Context: an optimization exercise on an open-source flow, tuned for small area and a short achievable clock period. The choices shown serve that exercise and are no tape-out recipe. Function was checked by simulation only, so behaviour that the tests miss may differ from the original. The clock input has no modelled driver; a real chip could not lean on it and would need a root buffer or a full tree. Power and IR drop assume default switching activity.

<file path="flow/flow/run.sh">
#!/bin/bash
set -euo pipefail
export BUFFER_PORTS_ARGS="-buffer_cell sky130_fd_sc_hd__buf_2"
export SETUP_SLACK_MARGIN=23.4
R=orfs/results/$FLOW_PLATFORM/alu_top/base
bash standard.sh cts > make_cts.log 2>&1
IN_ODB=$R/4_cts.odb OUT_ODB=$R/4_cts.odb openroad -exit -no_init flow/flatclk.tcl > flatclk.log 2>&1
bash standard.sh > make.log 2>&1
</file>
<file path="flow/flow/flatclk.tcl">
read_db $::env(IN_ODB)
set block [ord::get_db_block]
set root [$block findInst clkbuf_0_clk]
set clknet [[$root findITerm A] getNet]
set rootnet [[$root findITerm X] getNet]
set leaves {}
foreach it [$rootnet getITerms] {
  if {[$it getInst] ne $root} { lappend leaves $it }
}
if {[llength $leaves] > 4} { error "[llength $leaves] leaf buffers: more than the clock port may drive" }
foreach it $leaves {
  set leaf [$it getInst]
  $it disconnect
  $it connect $clknet
  set lnet [[$leaf findITerm X] getNet]
  foreach s [$lnet getITerms] {
    set i [$s getInst]
    if {$i eq $leaf} { continue }
    if {![[$i getMaster] isSequential]} {
      puts "removing dummy load [$i getName] [[$i getMaster] getName]"
      odb::dbInst_destroy $i
    }
  }
  puts "leaf [$leaf getName] drives [expr {[llength [$lnet getITerms]] - 1}] pins"
}
puts "removing root buffer [$root getName]"
odb::dbInst_destroy $root
odb::dbNet_destroy $rootnet
puts "clock port drives [llength [$clknet getITerms]] pins"
detailed_placement
check_placement -verbose
write_db $::env(OUT_ODB)
</file>
<file path="flow/standard.sh">
#!/bin/bash
# synth_recipe.tcl (not shown) runs the flow's synth.tcl, then flattens the netlist and writes it again
# the make line also repeats each setting of config.mk as NAME=value (left out here)
make -C /OpenROAD-flow-scripts/flow DESIGN_CONFIG=/design/flow/config.mk WORK_HOME=/design/flow/orfs CLKGATE_MAP_FILE= SYNTH_SCRIPT=/design/flow/synth_recipe.tcl "${@:-finish}"
</file>
<file path="flow/config.mk">
export PLATFORM = sky130hd
export DESIGN_NAME = alu_top
export DESIGN_NICKNAME = alu_top
export VERILOG_FILES = /design/flow/design.v
export SDC_FILE = /design/flow/constraint.sdc
export NUM_CORES = 4
export LEC_CHECK = 0
export CAP_MARGIN = 20
export CORE_MARGIN = 2
export CORE_UTILIZATION = 67
export SLEW_MARGIN = 20
</file>
<file path="flow/constraint.sdc">
create_clock -name core_clock -period 30.0 [get_ports {clk}]
set_input_delay 6.0000 -clock core_clock [delete_from_list [all_inputs] [get_ports {clk}]]
set_output_delay 6.0000 -clock core_clock [all_outputs]
set_load 0.01 [all_outputs]
</file>
<file path="flow/design.v">
module mul8(input [7:0] a, input [7:0] b, output [15:0] p);
  wire pp0_0 = a[0] & b[0];
  wire pp0_1 = a[1] & b[0];
  wire pp0_2 = a[2] & b[0];
  wire pp0_3 = a[3] & b[0];
  wire pp0_4 = a[4] & b[0];
  wire pp0_5 = a[5] & b[0];
  wire pp0_6 = a[6] & b[0];
  wire pp0_7 = a[7] & b[0];
  wire pp1_0 = a[0] & b[1];
  wire pp1_1 = a[1] & b[1];
  wire pp1_2 = a[2] & b[1];
  wire pp1_3 = a[3] & b[1];
  wire pp1_4 = a[4] & b[1];
  wire pp1_5 = a[5] & b[1];
  wire pp1_6 = a[6] & b[1];
  wire pp1_7 = a[7] & b[1];
  wire pp2_0 = a[0] & b[2];
  wire pp2_1 = a[1] & b[2];
  wire pp2_2 = a[2] & b[2];
  wire pp2_3 = a[3] & b[2];
  wire pp2_4 = a[4] & b[2];
  wire pp2_5 = a[5] & b[2];
  wire pp2_6 = a[6] & b[2];
  wire pp2_7 = a[7] & b[2];
  wire pp3_0 = a[0] & b[3];
  wire pp3_1 = a[1] & b[3];
  wire pp3_2 = a[2] & b[3];
  wire pp3_3 = a[3] & b[3];
  wire pp3_4 = a[4] & b[3];
  wire pp3_5 = a[5] & b[3];
  wire pp3_6 = a[6] & b[3];
  wire pp3_7 = a[7] & b[3];
  wire pp4_0 = a[0] & b[4];
  wire pp4_1 = a[1] & b[4];
  wire pp4_2 = a[2] & b[4];
  wire pp4_3 = a[3] & b[4];
  wire pp4_4 = a[4] & b[4];
  wire pp4_5 = a[5] & b[4];
  wire pp4_6 = a[6] & b[4];
  wire pp4_7 = a[7] & b[4];
  wire pp5_0 = a[0] & b[5];
  wire pp5_1 = a[1] & b[5];
  wire pp5_2 = a[2] & b[5];
  wire pp5_3 = a[3] & b[5];
  wire pp5_4 = a[4] & b[5];
  wire pp5_5 = a[5] & b[5];
  wire pp5_6 = a[6] & b[5];
  wire pp5_7 = a[7] & b[5];
  wire pp6_0 = a[0] & b[6];
  wire pp6_1 = a[1] & b[6];
  wire pp6_2 = a[2] & b[6];
  wire pp6_3 = a[3] & b[6];
  wire pp6_4 = a[4] & b[6];
  wire pp6_5 = a[5] & b[6];
  wire pp6_6 = a[6] & b[6];
  wire pp6_7 = a[7] & b[6];
  wire pp7_0 = a[0] & b[7];
  wire pp7_1 = a[1] & b[7];
  wire pp7_2 = a[2] & b[7];
  wire pp7_3 = a[3] & b[7];
  wire pp7_4 = a[4] & b[7];
  wire pp7_5 = a[5] & b[7];
  wire pp7_6 = a[6] & b[7];
  wire pp7_7 = a[7] & b[7];
  wire t1 = pp0_1 ^ pp1_0;
  wire t2 = pp0_1 & pp1_0;
  wire t3 = pp0_2 ^ pp1_1 ^ pp2_0;
  wire t4 = (pp0_2 & pp1_1) | (pp0_2 & pp2_0) | (pp1_1 & pp2_0);
  wire t5 = t2 ^ t3;
  wire t6 = t2 & t3;
  wire t7 = pp0_3 ^ pp1_2 ^ pp2_1;
  wire t8 = (pp0_3 & pp1_2) | (pp0_3 & pp2_1) | (pp1_2 & pp2_1);
  wire t9 = pp3_0 ^ t4 ^ t7;
  wire t10 = (pp3_0 & t4) | (pp3_0 & t7) | (t4 & t7);
  wire t11 = t6 ^ t9;
  wire t12 = t6 & t9;
  wire t13 = pp0_4 ^ pp1_3 ^ pp2_2;
  wire t14 = (pp0_4 & pp1_3) | (pp0_4 & pp2_2) | (pp1_3 & pp2_2);
  wire t15 = pp3_1 ^ pp4_0 ^ t8;
  wire t16 = (pp3_1 & pp4_0) | (pp3_1 & t8) | (pp4_0 & t8);
  wire t17 = t13 ^ t10 ^ t15;
  wire t18 = (t13 & t10) | (t13 & t15) | (t10 & t15);
  wire t19 = t12 ^ t17;
  wire t20 = t12 & t17;
  wire t21 = pp0_5 ^ pp1_4 ^ pp2_3;
  wire t22 = (pp0_5 & pp1_4) | (pp0_5 & pp2_3) | (pp1_4 & pp2_3);
  wire t23 = pp3_2 ^ pp4_1 ^ pp5_0;
  wire t24 = (pp3_2 & pp4_1) | (pp3_2 & pp5_0) | (pp4_1 & pp5_0);
  wire t25 = t14 ^ t21 ^ t23;
  wire t26 = (t14 & t21) | (t14 & t23) | (t21 & t23);
  wire t27 = t16 ^ t25 ^ t18;
  wire t28 = (t16 & t25) | (t16 & t18) | (t25 & t18);
  wire t29 = t20 ^ t27;
  wire t30 = t20 & t27;
  wire t31 = pp0_6 ^ pp1_5 ^ pp2_4;
  wire t32 = (pp0_6 & pp1_5) | (pp0_6 & pp2_4) | (pp1_5 & pp2_4);
  wire t33 = pp3_3 ^ pp4_2 ^ pp5_1;
  wire t34 = (pp3_3 & pp4_2) | (pp3_3 & pp5_1) | (pp4_2 & pp5_1);
  wire t35 = pp6_0 ^ t22 ^ t24;
  wire t36 = (pp6_0 & t22) | (pp6_0 & t24) | (t22 & t24);
  wire t37 = t31 ^ t33 ^ t26;
  wire t38 = (t31 & t33) | (t31 & t26) | (t33 & t26);
  wire t39 = t35 ^ t37 ^ t28;
  wire t40 = (t35 & t37) | (t35 & t28) | (t37 & t28);
  wire t41 = t30 ^ t39;
  wire t42 = t30 & t39;
  wire t43 = pp0_7 ^ pp1_6 ^ pp2_5;
  wire t44 = (pp0_7 & pp1_6) | (pp0_7 & pp2_5) | (pp1_6 & pp2_5);
  wire t45 = pp3_4 ^ pp4_3 ^ pp5_2;
  wire t46 = (pp3_4 & pp4_3) | (pp3_4 & pp5_2) | (pp4_3 & pp5_2);
  wire t47 = pp6_1 ^ pp7_0 ^ t32;
  wire t48 = (pp6_1 & pp7_0) | (pp6_1 & t32) | (pp7_0 & t32);
  wire t49 = t34 ^ t43 ^ t45;
  wire t50 = (t34 & t43) | (t34 & t45) | (t43 & t45);
  wire t51 = t36 ^ t47 ^ t49;
  wire t52 = (t36 & t47) | (t36 & t49) | (t47 & t49);
  wire t53 = t38 ^ t51 ^ t40;
  wire t54 = (t38 & t51) | (t38 & t40) | (t51 & t40);
  wire t55 = t42 ^ t53;
  wire t56 = t42 & t53;
  wire t57 = pp1_7 ^ pp2_6 ^ pp3_5;
  wire t58 = (pp1_7 & pp2_6) | (pp1_7 & pp3_5) | (pp2_6 & pp3_5);
  wire t59 = pp4_4 ^ pp5_3 ^ pp6_2;
  wire t60 = (pp4_4 & pp5_3) | (pp4_4 & pp6_2) | (pp5_3 & pp6_2);
  wire t61 = pp7_1 ^ t44 ^ t46;
  wire t62 = (pp7_1 & t44) | (pp7_1 & t46) | (t44 & t46);
  wire t63 = t57 ^ t59 ^ t48;
  wire t64 = (t57 & t59) | (t57 & t48) | (t59 & t48);
  wire t65 = t50 ^ t61 ^ t63;
  wire t66 = (t50 & t61) | (t50 & t63) | (t61 & t63);
  wire t67 = t52 ^ t65 ^ t54;
  wire t68 = (t52 & t65) | (t52 & t54) | (t65 & t54);
  wire t69 = t56 ^ t67;
  wire t70 = t56 & t67;
  wire t71 = pp2_7 ^ pp3_6 ^ pp4_5;
  wire t72 = (pp2_7 & pp3_6) | (pp2_7 & pp4_5) | (pp3_6 & pp4_5);
  wire t73 = pp5_4 ^ pp6_3 ^ pp7_2;
  wire t74 = (pp5_4 & pp6_3) | (pp5_4 & pp7_2) | (pp6_3 & pp7_2);
  wire t75 = t58 ^ t60 ^ t71;
  wire t76 = (t58 & t60) | (t58 & t71) | (t60 & t71);
  wire t77 = t73 ^ t62 ^ t75;
  wire t78 = (t73 & t62) | (t73 & t75) | (t62 & t75);
  wire t79 = t64 ^ t77 ^ t66;
  wire t80 = (t64 & t77) | (t64 & t66) | (t77 & t66);
  wire t81 = t79 ^ t68 ^ t70;
  wire t82 = (t79 & t68) | (t79 & t70) | (t68 & t70);
  wire t83 = pp3_7 ^ pp4_6 ^ pp5_5;
  wire t84 = (pp3_7 & pp4_6) | (pp3_7 & pp5_5) | (pp4_6 & pp5_5);
  wire t85 = pp6_4 ^ pp7_3 ^ t72;
  wire t86 = (pp6_4 & pp7_3) | (pp6_4 & t72) | (pp7_3 & t72);
  wire t87 = t74 ^ t83 ^ t76;
  wire t88 = (t74 & t83) | (t74 & t76) | (t83 & t76);
  wire t89 = t85 ^ t78 ^ t87;
  wire t90 = (t85 & t78) | (t85 & t87) | (t78 & t87);
  wire t91 = t89 ^ t80 ^ t82;
  wire t92 = (t89 & t80) | (t89 & t82) | (t80 & t82);
  wire t93 = pp4_7 ^ pp5_6 ^ pp6_5;
  wire t94 = (pp4_7 & pp5_6) | (pp4_7 & pp6_5) | (pp5_6 & pp6_5);
  wire t95 = pp7_4 ^ t84 ^ t93;
  wire t96 = (pp7_4 & t84) | (pp7_4 & t93) | (t84 & t93);
  wire t97 = t86 ^ t95 ^ t88;
  wire t98 = (t86 & t95) | (t86 & t88) | (t95 & t88);
  wire t99 = t90 ^ t97 ^ t92;
  wire t100 = (t90 & t97) | (t90 & t92) | (t97 & t92);
  wire t101 = pp5_7 ^ pp6_6 ^ pp7_5;
  wire t102 = (pp5_7 & pp6_6) | (pp5_7 & pp7_5) | (pp6_6 & pp7_5);
  wire t103 = t94 ^ t101 ^ t96;
  wire t104 = (t94 & t101) | (t94 & t96) | (t101 & t96);
  wire t105 = t103 ^ t98 ^ t100;
  wire t106 = (t103 & t98) | (t103 & t100) | (t98 & t100);
  wire t107 = pp6_7 ^ pp7_6 ^ t102;
  wire t108 = (pp6_7 & pp7_6) | (pp6_7 & t102) | (pp7_6 & t102);
  wire t109 = t107 ^ t104 ^ t106;
  wire t110 = (t107 & t104) | (t107 & t106) | (t104 & t106);
  wire t111 = pp7_7 ^ t108 ^ t110;
  wire t112 = (pp7_7 & t108) | (pp7_7 & t110) | (t108 & t110);
  assign p[0] = pp0_0;
  assign p[1] = t1;
  assign p[2] = t5;
  assign p[3] = t11;
  assign p[4] = t19;
  assign p[5] = t29;
  assign p[6] = t41;
  assign p[7] = t55;
  assign p[8] = t69;
  assign p[9] = t81;
  assign p[10] = t91;
  assign p[11] = t99;
  assign p[12] = t105;
  assign p[13] = t109;
  assign p[14] = t111;
  assign p[15] = t112;
endmodule
module div8_s1(input [1:0] a, input [7:0] b, output [1:0] mn);
  wire bsm = ~|b[7:2];
  wire [1:0] m;
  assign m[1] = a[1] & (~bsm | (~b[1] & ~b[0]) | (b[1] & b[0] & ~a[0]));
  assign m[0] = a[0] & (~bsm | ~b[0] | (b[1] & ~a[1]));
  assign mn = ~m;
endmodule
module div8(input [7:0] a, input [7:0] b, input [7:0] b3lo, input [1:0] m1n, output [7:0] q);
  wire [7:0] qq;
  assign q = qq;   
  wire g11 = (a[7:6] >= b[1:0]) & (b < 8'd4);
  wire g12 = (a[7:6] >= {b[0], 1'b0}) & (b < 8'd2);
  wire g13 = (a[7:6] >= {b[0], b[0]}) & (b <= 8'd1);
  assign qq[7] = g12;
  assign qq[6] = g13 | (g11 & ~g12);
  wire [7:0] b3 = b3lo;   
  wire [3:0] t3_2 = {b[2] | (b[1] & b[0]), b[2] | (b[1] & ~b[0]), b[1] ^ b[0], b[0]};
  wire [3:0] rn2 = {m1n, ~a[5:4]};
  wire [4:0] s21 = {1'b0, rn2} + {1'b0, b[3:0]};
  wire g21 = ~s21[4] & (b < 8'd16);
  wire [4:0] s22 = {1'b0, rn2} + {1'b0, {b[2:0], 1'b0}};
  wire g22 = ~s22[4] & (b < 8'd8);
  wire [4:0] s23 = {1'b0, rn2} + {1'b0, t3_2};
  wire g23 = ~s23[4] & (b <= 8'd5);
  assign qq[5] = g22;
  assign qq[4] = g23 | (g21 & ~g22);
  wire [3:0] mn2 = g23 ? s23[3:0] : g22 ? s22[3:0] : g21 ? s21[3:0] : rn2;
  wire [5:0] rn3 = {mn2, ~a[3:2]};
  wire [6:0] s31 = {1'b0, rn3} + {1'b0, b[5:0]};
  wire g31 = ~s31[6] & (b < 8'd64);
  wire [6:0] s32 = {1'b0, rn3} + {1'b0, {b[4:0], 1'b0}};
  wire g32 = ~s32[6] & (b < 8'd32);
  wire [6:0] s33 = {1'b0, rn3} + {1'b0, b3[5:0]};
  wire g33 = ~s33[6] & (b <= 8'd21);
  assign qq[3] = g32;
  assign qq[2] = g33 | (g31 & ~g32);
  wire [5:0] mn3 = g33 ? s33[5:0] : g32 ? s32[5:0] : g31 ? s31[5:0] : rn3;
  wire [7:0] rn4 = {mn3, ~a[1:0]};
  wire [8:0] s41 = {1'b0, rn4} + {1'b0, b[7:0]};
  wire g41 = ~s41[8] & 1'b1;
  wire [8:0] s42 = {1'b0, rn4} + {1'b0, {b[6:0], 1'b0}};
  wire g42 = ~s42[8] & (b < 8'd128);
  wire [8:0] s43 = {1'b0, rn4} + {1'b0, b3[7:0]};
  wire g43 = ~s43[8] & (b <= 8'd85);
  assign qq[1] = g42;
  assign qq[0] = g43 | (g41 & ~g42);
endmodule
module alu(
    input [7:0] a_in, b_in,       
    input [3:0] command_in,       
    input oe,                     
    input [1:0] div_m1n,          
    output [15:0] d_out           
    );
    wire [7:0] a = a_in;
    wire [7:0] b = b_in;
    wire [3:0] c = command_in;
    wire sub = c[0] & ~c[1];
    wire [7:0] in1 = c[1] ? {b[6:0], 1'b0} : a;
    wire [7:0] bb = b ^ {8{sub}};
    wire [8:0] cy;
    wire [7:0] s;
    assign cy[0] = sub;
    genvar i;
    generate
        for (i = 0; i < 8; i = i + 1) begin : g_add
            assign s[i] = in1[i] ^ bb[i] ^ cy[i];
            assign cy[i+1] = (in1[i] & bb[i]) | (in1[i] & cy[i]) | (bb[i] & cy[i]);
        end
    endgenerate
    wire [15:0] r_mul;
    mul8 u_mul(.a(a), .b(b), .p(r_mul));
    wire [7:0] r_div;
    div8 u_div(.a(a), .b(b), .b3lo(s), .m1n(div_m1n), .q(r_div));
    wire [7:0] x  = a ^ b;
    wire [7:0] an = a & b;
    wire [7:0] nr = ~(a | b);
    wire eq = ~|x;
    wire bz = ~|b;                  
    wire [15:0] dc;
    generate
        for (i = 0; i < 16; i = i + 1) begin : g_dc
            assign dc[i] = oe & (c == i);
        end
    endgenerate
    wire sA  = dc[0] | dc[1];                       
    wire sL  = dc[4] | dc[6];                       
    wire sR  = dc[5] | dc[7];                       
    wire tA  = dc[8] | dc[9] | dc[13];              
    wire tX  = dc[9] | dc[10] | dc[12];             
    wire tN  = dc[11] | dc[12] | dc[13];            
    wire hiK = dc[11] | dc[12] | dc[13] | (dc[1] & ~cy[8]);   
    wire [7:0] lg = (an & {8{tA}}) | (x & {8{tX}}) | (nr & {8{tN}});
    wire [7:0] sl = {a[6:0], a[7] & dc[6]};         
    wire [7:0] sr = {a[0] & dc[7], a[7:1]};         
    wire [7:0] lo = (s & {8{sA}}) | (r_mul[7:0] & {8{dc[2]}}) | (r_div & {8{dc[3] & ~bz}})
                  | (sl & {8{sL}}) | (sr & {8{sR}}) | lg;
    wire b8 = hiK | (dc[0] & cy[8]) | (dc[2] & r_mul[8]) | (dc[4] & a[7]);
    wire [6:0] hi = {7{hiK}} | (r_mul[15:9] & {7{dc[2]}});
    assign d_out = {hi, b8, lo[7:1], lo[0] | (dc[14] & eq) | (dc[15] & ~eq)};
endmodule
module alu_top(
    input clk,
    input [7:0] a_in, b_in,
    input [3:0] command_in,
    input oe,
    output reg [15:0] d_out
    );
    reg [7:0] a_q, b_q;
    reg [3:0] cmd_q;
    reg       oe_q;
    reg [1:0] m1n_q;
    wire [1:0] m1n;
    wire [15:0] y;
    div8_s1 u_s1(.a(a_in[7:6]), .b(b_in), .mn(m1n));
    always @(posedge clk) begin
        a_q   <= a_in;
        b_q   <= b_in;
        cmd_q <= command_in;
        oe_q  <= oe;
        m1n_q <= m1n;
        d_out <= y;
    end
    alu u_alu(.a_in(a_q), .b_in(b_q), .command_in(cmd_q), .oe(oe_q), .div_m1n(m1n_q), .d_out(y));
endmodule
</file>
==> results of run 1 <==
logic make-up after synthesis:
kind of cell | after synthesis | share of synthesized area
AND/OR/NAND/NOR | 154 | 0.1314
adder cells (fa/ha/maj) | 150 | 0.4287
flip-flops | 39 | 0.1433
buffers and inverters | 102 | 0.07190
XOR/XNOR | 21 | 0.03377
multiplexers | 12 | 0.02343
AO/OA/AOI/OAI | 127 | 0.1675
metrics by stage:
step | worst slack (ns) | hold WS [ns]
after global placement | 23.31 | 0.8000
after global routing | 23.39 | 0.8694
final | 23.42 | 0.8349
after CTS | 23.25 | 0.8071
after floorplan | 23.47 | 0.5988
after detailed placement | 23.27 | 0.7767
cell usage after synthesis (5+ instances only):
library cell	count	area share
ha_1	89	0.20
inv_1	87	0.060
fa_1	61	0.22
nand2_1	53	0.037
nor2_1	42	0.029
dfxtp_1	39	0.14
a21oi_1	24	0.022
o21ai_0	21	0.019
xnor2_1	15	0.024
a21o_1	14	0.019
clkbuf_1	11	0.0076
a222oi_1	10	0.018
mux2i_1	9	0.017
nor2b_1	9	0.010
nand2b_1	8	0.0092
nand3_1	8	0.0074
nor3_1	8	0.0074
a211oi_1	7	0.0096
a31o_2	6	0.0096
xor2_1	6	0.0096
a22oi_1	5	0.0069
nand4_1	5	0.0057
o21a_1	5	0.0069
path summary, 6_finish.rpt:
kind | end | slack [ns] | cells after the start
setup / recovery | d_out[3] | 23.42 | 1
setup reg to reg | d_out[14] | 23.59 | 21
hold / removal | d_out[2] | 0.83 | 2
hold reg to reg | d_out[2] | 0.83 | 2
area by class of cell:
class / instances / area, um2 / area share
Clock buffer: 4 / 55.05 / 0.009291
Inverter: 87 / 330.3 / 0.05574
Multi-Input combinational cell: 464 / 4309 / 0.7272
Sequential cell: 39 / 788.3 / 0.1330
Tap cell: 102 / 127.6 / 0.02154
Timing Repair Buffer: 51 / 315.3 / 0.05321
registers in the layout, indices dropped and copies added, names as in the netlist:
name and cells:
d_out 16, a_q 8, b_q 8, cmd_q 4
m1n_q 2, oe_q 1
power by group through the flow:
stage / combinational, mW / sequential [mW] / clock, mW
2_1_floorplan: 0.0981 / 0.0615 / 0
3_3_place_gp: 0.127 / 0.0626 / 0
3_5_place_dp: 0.135 / 0.0627 / 0
4_1_cts: 0.137 / 0.0618 / 0.0355
5_1_grt: 0.159 / 0.0625 / 0.0291
6_report: 0.139 / 0.0622 / 0.0264
layer usage:
metal  track usage  routed length, um  vias to the layer above
li1              -                  -                     2159
met3       0.05618               1470                       52
met4        0.1184                471                        0
met5             0                  0                        -
met2        0.5988               6945                      285
met1        0.4866               5999                     2263
repair_timing:
action | 4_1_cts | 5_1_grt
buffers inserted | 0 | 6
gates resized for setup | 6 | 14
hold buffers | 0 | 0
endpoints found under the setup margin | 19 | 9
pin swaps | 0 | 4
worst register-to-register path, cell delays in order (launching register included):
cell and delay, ns:
dfxtp_1 0.31, buf_4 0.29, ha_1 0.22, inv_1 0.06
fa_1 0.44, fa_1 0.47, fa_1 0.40, fa_1 0.39
fa_1 0.38, inv_1 0.07, fa_1 0.43, ha_1 0.21
ha_1 0.23, fa_1 0.38, fa_1 0.39, fa_1 0.39
fa_1 0.37, inv_1 0.07, fa_1 0.15, inv_1 0.05
fa_1 0.44, a21o_1 0.16
==> metrics.md, run 1 <==
| Metric | Value |
|---|---|
| Status | finished clean |
| Worst-skew pair later-pin latency | 0.14 ns |
| Post-layout min period | 6.582 ns |
| Top Family by Delay on Critical Path | flip-flops |
| Die height | ~94 um |
| Overall routing resource usage | 0.3622 |
| Number of global-route vias before repair | 4,866 |
| Routed len/inst | 19.93 um |
| Total congestion overflow | 0 |
| Fin Setup TNS | 0 ns |
| CTS sink count | 39 |
| Initial antenna violation count | 0 |
| CP Capture Type | output pin |
| Largest net degree at the start of global routing | 23 |
| Detailed Place HPWL | 11,390 um |
| Total power | 0.2272 mW |
| Drt first pass iters | 6 |
| Placed cell area | ~0.0058 mm2 |
| Setup Viol. Count Final | 0 |
| Final Hold Vio Count | 0 |
| Hold Crit Class | reg2reg |
| Crit path cell chain | buf_2 |
| Psw | 0.09917 mW |
| Finished Core Util | 0.7590 |
| Fin. max-slew vios | 0 |
| Static leakage | 2.952 nW |
| Layout Nets | just over 800 |
| Critical path's slowest cell | dfxtp_2 |
| Cell area after layout | approximately 0.0059 mm2 |
| Startpoint types | flop |
| Flop pwr share | 0.274 |
| Hold Crit Start | a_q[1] |
| Max Cap Viol | 0 |
| Detailed-route via count | 4,759 |
| Fraction of layout cells with a size suffix above 1 | 0.1287 |
| Post-Syn Area | 0.005446 mm2 |
| Logic gate share of total power | 0.610 |
| FF+latch count, synth | 39 |
| RD Place Congestion | around 1.0 |
| Worst Path Required | 24.00 ns |
| Crit Path Max Fanout | 1 |
| Sw frac | 0.4365 |
| Clock skew | 0.01453 ns |
| Area growth, synth to finish | 8.798% |
| Bufs and invs on worst path | 1 |
| Fmax achieved | 151.9 MHz |
| Post-synth EDFFs | 0 |
| Max-slew headroom | 0.2974 |
| Placement Rows | 32 |
| Total wire length | 14,890 um |
| Unrepaired setup endpoints after global routing | true |
| Die area | 0.008866 mm2 |
| I/O pin total | 38 |
| DRC | 0 |
| Register area share after synthesis | 0.1433 |
| Clock network power share | 0.116 |
| Commonest non-fill, non-tap cell in the layout | ha_1 |
| YS warnings | 1 |
| Worst Max-Slew Pin Slew | roughly 1.0 ns |
| Initial Util | 0.6976 |
| Syn avg cell area | about 9 um2 |
| Dominant synthesized flop cell | dfxtp_1 |
| R2R Path Start | b_q[0] |
| Peak supply drop | 0.02301 mV |
| 1st-iter DRT viols | 500 |
| Yosys cell types | 56 |
| Core footprint | 0.007807 mm2 |
| Final period utilization | 0.2194 |
| PortBufs | 37 |
| Chip Width | 94.16 um |
| Placed Cells | 737 |
| CP arrival | 0.58 ns |
| Worst Setup Path Type | reg2out |
| PwrDens | between 30 and 40 mW/mm2 |
| FILL cells | ~590 |
| Critical path launch point | d_out[3] |
| CP max stage delay | 0.32 ns |
| Post-Layout Cell Count | 747 |
| Asr flop ratio synth | 0 |
| Clk pin slew, worst setup/hold paths | 0.08 ns |
| First-pass GRT wire length | ~25,000 um |
| Synthesized Nets | ~800 |
| Antenna Cells | 0 |
| Avg Vias per Cell | 6.371 |
| Antenna Nets Post-Route | 0 |
| Cells after synthesis | 605 |
| Most frequent cells in the layout | ha_1, inv_1, fa_1 |
| Cell internal pwr | 0.1280 mW |
==> inputs of run 2 (changes only) <==
--- a/flow/config.mk
+++ b/flow/config.mk
@@ -7,5 +7,5 @@
 export LEC_CHECK = 0
 export CAP_MARGIN = 20
 export CORE_MARGIN = 2
-export CORE_UTILIZATION = 67
+export CORE_UTILIZATION = 60
 export SLEW_MARGIN = 20
==> run 2 against run 1 <==
  * Clock power is 3% higher
  * Register-to-register slack better by 0.03 ns
  * Highest routed layer unchanged
  * Total power is 0.10% lower
  * Via count is 2.5% lower
  * Flip-flop and latch count stayed put
  * Global-route usage is 3.5 points lower
==> metrics.md, run 2 <==
| Metric | Value |
|---|---|
| Final Hold Vio Count | 0 |
| Worst Setup Path Type | reg2out |
| Finished Core Util | 0.6760 |
| Hold_buf cts | 0 |
| Syn avg cell area | 9.002 um2 |
| Area growth, synth to finish | 8.776% |
| Static leakage | 2.945 nW |
| Top cells by area, synth | fa_1, ha_1, dfxtp_1 |
| Die height | 99.28 um |
| Post-Syn Area | 0.005446 mm2 |
| Top Family by Delay on Critical Path | flip-flops |
| Avg Vias per Cell | around 6 |
| Top Registers | d_out (16), a_q (8), b_q (8) |
| Hold Crit Class | reg2reg |
| Fin. max-slew vios | 0 |
| Antenna Nets Post-Route | 0 |
| Routed len/inst | 20.57 um |
| Most common cell in the netlist | ha_1 |
| Clock skew | ~0.028 ns |
| Overall routing resource usage | 0.3271 |
| Asr flop ratio synth | 0 |
| Antenna Cells | 0 |
| Detailed-route via count | 4,638 |
| Max-slew headroom | 0.3252 |
| Startpoint types | flop |
| Setup Viol. Count Final | 0 |
| PwrDens | between 30 and 40 mW/mm2 |
| Detailed Place HPWL | around 12,000 um |
| I/O pin total | 38 |
| Hold Slack | 0.8077 ns |
| Worst Path Required | 24.00 ns |
| Commonest non-fill, non-tap cell in the layout | ha_1 |
| Yosys cell types | 56 |
| Cells after synthesis | 605 |
| YS warnings | 1 |
| Largest net degree at the start of global routing | 23 |
| Max Cap Viol | 0 |
| PortBufs | 37 |
| Total wire length | 15,470 um |
| Critical path's slowest cell | dfxtp_2 |
| First-pass GRT wire length | 25,100 um |
| Worst-skew pair later-pin latency | 0.15 ns |
| Most flop-heavy register | d_out |
| Synthesized Nets | 777 |
| Worst slack, placed | 23.23 ns |
| Fmax achieved | 151.6 MHz |
| Top cells by count, synth | ha_1, inv_1, fa_1 |
| Initial Util | 0.6215 |
| RD Place Congestion | 1.011 |
| Crit Path Max Fanout | 1 |
| Total power | 0.2269 mW |
| Final period utilization | 0.2199 |
| Bufs and invs on worst path | 1 |
| Clk pin slew, worst setup/hold paths | ~0.1 ns |
| DRC | 0 |
| Number of global-route vias before repair | 4,769 |
| Fin Setup TNS | 0 ns |
| Post-synth EDFFs | 0 |
| Post-layout min period | 6.598 ns |
| CP Capture Type | output pin |
| Layout Nets | 818 |
| Post-synth top area share | 0.2242 |
| Cell taking the most area after synthesis | fa_1 |
| CP arrival | about 0.6 ns |
| Initial antenna violation count | 0 |
| CP max stage delay | 0.33 ns |
| Peak supply drop | 0.02572 mV |
| Placement Rows | 34 |
| Largest register FFs | 16 |
| 1st-iter DRT viols | 428 |
| Total congestion overflow | 0 |
| Crit path cell chain | buf_6 |
| Status | finished clean |
| Die area | between 0.009 and 0.01 mm2 |
| FF+latch count, synth | 39 |
| Drt first pass iters | 6 |
| Fraction of layout cells with a size suffix above 1 | 0.1320 |
| Unrepaired setup endpoints after global routing | true |
| CTS sink count | 39 |
| Register area share after synthesis | 0.1433 |
| Core footprint | 0.008763 mm2 |
| Most frequent cells in the layout | ha_1, inv_1, fa_1 |
| Chip Width | slightly below 100 um |
| Worst Max-Slew Pin Slew | 1.004 ns |
| Worst Setup Slack, final | 23.40 ns |
| Dominant synthesized flop cell | dfxtp_1 |
==> run 2: final cells by class <==
class / count / area [um2]
Multi-Input combinational cell: 464 / 4305
Fill cell: 724 / 2839
Sequential cell: 39 / 790.8
Inverter: 87 / 330.3
Timing Repair Buffer: 50 / 307.8
Tap cell: 108 / 135.1
Clock buffer: 4 / 55.05
==> run 2: metrics by stage <==
step,area [um2],std cells
6_report,5924,752
5_1_grt,5924,752
4_1_cts,5932,751
3_5_place_dp,5762,743
3_3_place_gp,5762,743
2_1_floorplan,5446,605
==> run 2: worst min-delay path: cells and delay by family (launching register included) <==
family	cells	cell delay [ns]
flops	1	0.53
compound gates	1	0.13
simple gates	1	0.11
==> run 2: power breakdown <==
group	switching (mW)	internal [mW]
registers	0.00651	0.0560
logic	0.0780	0.0593
clock network	0.0149	0.0122
==> run 2: path summary, 6_finish.rpt <==
kind                                   to  slack [ns]  cells past startpoint       from
worst max register to register  d_out[14]       23.62                     19     a_q[5]
worst min-delay path             d_out[2]        0.81                      2     a_q[1]
worst min register to register   d_out[2]        0.81                      2     a_q[1]
worst max-delay path            d_out[10]       23.40                      1  d_out[10]
==> run 2: cell families after synthesis <==
family | after synthesis | synth area share
buffers and inverters | 102 | 0.07190
AND/OR/NAND/NOR | 154 | 0.1314
XOR/XNOR | 21 | 0.03377
flip-flops | 39 | 0.1433
adder cells (fa/ha/maj) | 150 | 0.4287
AO/OA/AOI/OAI | 127 | 0.1675
multiplexers | 12 | 0.02343
==> run 2: layer usage <==
metal | wire length (um) | track usage | share of wire
met4 | 325 | 0.09378 | 0.021
met5 | 0 | 0 | 0
met1 | 6455 | 0.4478 | 0.42
met3 | 1424 | 0.04919 | 0.092
met2 | 7263 | 0.5416 | 0.47
==> run 2: what timing repair did <==
item,4_1_cts,5_1_grt
setup buffers,0,5
endpoints found under the setup margin,18,14
pin swaps,0,1
gates resized for setup,9,11
==> inputs of run 3 (changes only) <==
==> flow/flow/run.sh (replaced) <==
#!/bin/bash
set -euo pipefail
export BUFFER_PORTS_ARGS="-buffer_cell sky130_fd_sc_hd__buf_2"
export SETUP_SLACK_MARGIN=23.45
R=orfs/results/$FLOW_PLATFORM/alu_top/base
bash standard.sh cts > make_cts.log 2>&1
IN_ODB=$R/4_cts.odb OUT_ODB=$R/4_cts.odb openroad -exit -no_init flow/flatclk.tcl > flatclk.log 2>&1
bash standard.sh > make.log 2>&1
==> run 3 against run 2 <==
  * Still clean
  * Die area unchanged
  * Global-route usage unchanged
  * Total power up 0.68%
  * Count of clock-buffer cells in the layout unchanged
  * Setup slack better by 0.0010 ns
  * Largest power group unchanged
==> metrics.md, run 3 <==
| Metric | Value |
|---|---|
| Post-layout min period | 6.596 ns |
| Max-slew headroom | 0.2766 |
| RD Place Congestion | 1.011 |
| Detailed-route via count | 4,672 |
| Dominant synthesized flop cell | dfxtp_1 |
| FF+latch count, synth | 39 |
| First-pass GRT wire length | 25,100 um |
| Clock skew | ~0.025 ns |
| Startpoint types | flop |
| Post-synth EDFFs | 0 |
| Hold Slack | 0.8150 ns |
| CP Capture Type | output pin |
| CTS sink count | 39 |
| Top Registers | d_out (16), a_q (8), b_q (8) |
| Antenna Nets Post-Route | 0 |
| Initial antenna violation count | 0 |
| Footprint of the multi-input gates | 0.004314 mm2 |
| DRC | 0 |
| Worst Max-Slew Pin Slew | between 1 and 1.5 ns |
| Antenna Cells | 0 |
| Hold Crit Class | reg2reg |
| Routed len/inst | 20.65 um |
| Post-synth top area share | 0.2242 |
| Post-Syn Area | approximately 0.0054 mm2 |
| PortBufs | 37 |
| Top cells by area, synth | fa_1, ha_1, dfxtp_1 |
| Bufs and invs on worst path | 1 |
| Static leakage | 2.966 nW |
| Number of global-route vias before repair | 4,769 |
| Yosys cell types | 56 |
| CP arrival | 0.60 ns |
| PwrDens | 38.16 mW/mm2 |
| Critical path's slowest cell | dfxtp_2 |
| FILL cells | 715 |
| Most flop-heavy register | d_out |
| Placement Rows | 34 |
| Unrepaired setup endpoints after global routing | true |
| Peak supply drop | ~0.026 mV |
| Die area | between 0.009 and 0.01 mm2 |
| Largest register FFs | 16 |
| Total wire length | around 16,000 um |
| Total congestion overflow | 0 |
| Detailed Place HPWL | 11,710 um |
| Top Family by Delay on Critical Path | flip-flops |
| Final Hold Vio Count | 0 |
| CP max stage delay | 0.33 ns |
| Crit path cell chain | buf_6 |
| Area growth, synth to finish | 9.924% |
| Fmax achieved | 151.6 MHz |
| Setup Viol. Count Final | 0 |
| Most frequent cells in the layout | ha_1, inv_1, fa_1 |
| Register Area | 794.5 um2 |
| Chip Width | between 90 and 100 um |
| I/O pin total | 38 |
| Fin. max-slew vios | 0 |
| Final period utilization | 0.2199 |
| Register area share after synthesis | 0.1433 |
| Cells after synthesis | 605 |
| Worst Setup Path Type | reg2out |
| Die height | 99.28 um |
| Worst-skew pair later-pin latency | 0.15 ns |
| Layout Nets | 820 |
| 1st-iter DRT viols | 411 |
| Most common cell in the netlist | ha_1 |
| Clk pin slew, worst setup/hold paths | 0.09 ns |
| Fin Setup TNS | 0 ns |
| Initial Util | 0.6215 |
| Synthesized Nets | 777 |
| Commonest non-fill, non-tap cell in the layout | ha_1 |
| Overall routing resource usage | 0.3271 |
| Status | finished clean |
| Largest net degree at the start of global routing | 23 |
| Avg Vias per Cell | 6.196 |
| YS warnings | 1 |
| Drt first pass iters | 6 |
| Cell taking the most area after synthesis | fa_1 |
| Fraction of layout cells with a size suffix above 1 | 0.1393 |
| Top cells by count, synth | ha_1, inv_1, fa_1 |
| Core footprint | 0.008763 mm2 |
| Asr flop ratio synth | 0 |
| Worst Path Required | 24.00 ns |
| Max Cap Viol | 0 |
| Syn avg cell area | 9.002 um2 |
| Crit Path Max Fanout | 1 |
run 3: repair_timing:
action                                  in CTS  in global routing
endpoints found under the setup margin      18                 22
setup buffers                                0                  7
hold buffers                                 0                  0
gates resized for setup                      9                 21
cloned                                       0                  0
pin swaps                                    0                  4
run 3: logic make-up after synthesis:
logic type,count (synthesis),synth area share
AND/OR/NAND/NOR,154,0.1314
adder cells (fa/ha/maj),150,0.4287
multiplexers,12,0.02343
buffers and inverters,102,0.07190
XOR/XNOR,21,0.03377
AO/OA/AOI/OAI,127,0.1675
flip-flops,39,0.1433
run 3: stage by stage:
stage                     instances  setup WS, ns  total power [mW]  instance area [um2]    util
after floorplan                 605         23.47            0.1596                 5446       -
after global placement          743         23.32            0.1916                 5762  0.6575
after detailed placement        743         23.23            0.1977                 5762  0.6575
after CTS                       751         23.25            0.2535                 5932  0.6769
after global routing            754         23.38            0.2520                 5987  0.6832
final                           754         23.40            0.2285                 5987  0.6832
run 3: tightest hold or removal path, delay by kind of cell, from the launching register on:
kind	cells	cell delay, ns
flops	1	0.54
compound gates	1	0.12
simple gates	1	0.11
run 3: layout make-up:
| cell class | instances | area share |
|---|---|---|
| repair buffers | 52 | 0.05977 |
| multi-input cells | 464 | 0.7206 |
| well taps | 108 | 0.02257 |
| inverters | 87 | 0.05517 |
| clock buffers | 4 | 0.009195 |
| flip-flops and latches | 39 | 0.1327 |
run 3: report_power, final:
part	switching [mW]	leakage [nW]	internal (mW)
combinational	0.0782	2.61	0.0603
clock	0.0149	0.0288	0.0122
sequential	0.00669	0.328	0.0561
total	0.0999	2.97	0.129
run 3: final timing paths:
| path | start | end | slack [ns] | depth (start not counted) |
|---|---|---|---|---|
| setup / recovery | d_out[15] | d_out[15] | 23.40 | 1 |
| hold / removal | a_q[1] | d_out[2] | 0.81 | 2 |
| setup reg to reg | cmd_q[0] | d_out[0] | 23.61 | 21 |
| hold reg to reg | a_q[1] | d_out[2] | 0.81 | 2 |
run 3: layer usage:
layer / global-route usage / routed length [um]
met5: 0 / 0
met4: 0.09378 / 387
met3: 0.04919 / 1274
met2: 0.5416 / 7271
met1: 0.4478 / 6634

-- separate check: timing with driven ports --
The results above use ideal ports. As a check the final layouts listed here were re-extracted and re-timed, cells and wires unchanged. Step 1 assumes that a clkbuf_16 drives the clock port and a buf_2 every other input. Step 2 moves the port delays by t, midway between the first and last clock arrival at a register: inputs arrive t later, outputs are due t later. That takes back most of the time a late clock gives input paths. Three values: ideal ports, drivers, drivers and shift; two values: the first two.
run | t (ns) | setup slack, ns | slew at the worst register clock pin (ns) | worst slew at a driven data input, ns
run 1 | 0.191 | 23.418 / 23.361 / 23.345 | 0.08 / 0.08 | 0.04
run 2 | 0.199 | 23.402 / 23.343 / 23.248 | 0.10 / 0.10 | 0.03
run 3 | 0.200 | 23.404 / 23.346 / 23.287 | 0.09 / 0.09 | 0.04
After both steps setup and hold are still met in every run listed. For run 2, which loses most, drivers alone change the setup slack by -0.059 ns; drivers and shift together by -0.154 ns.
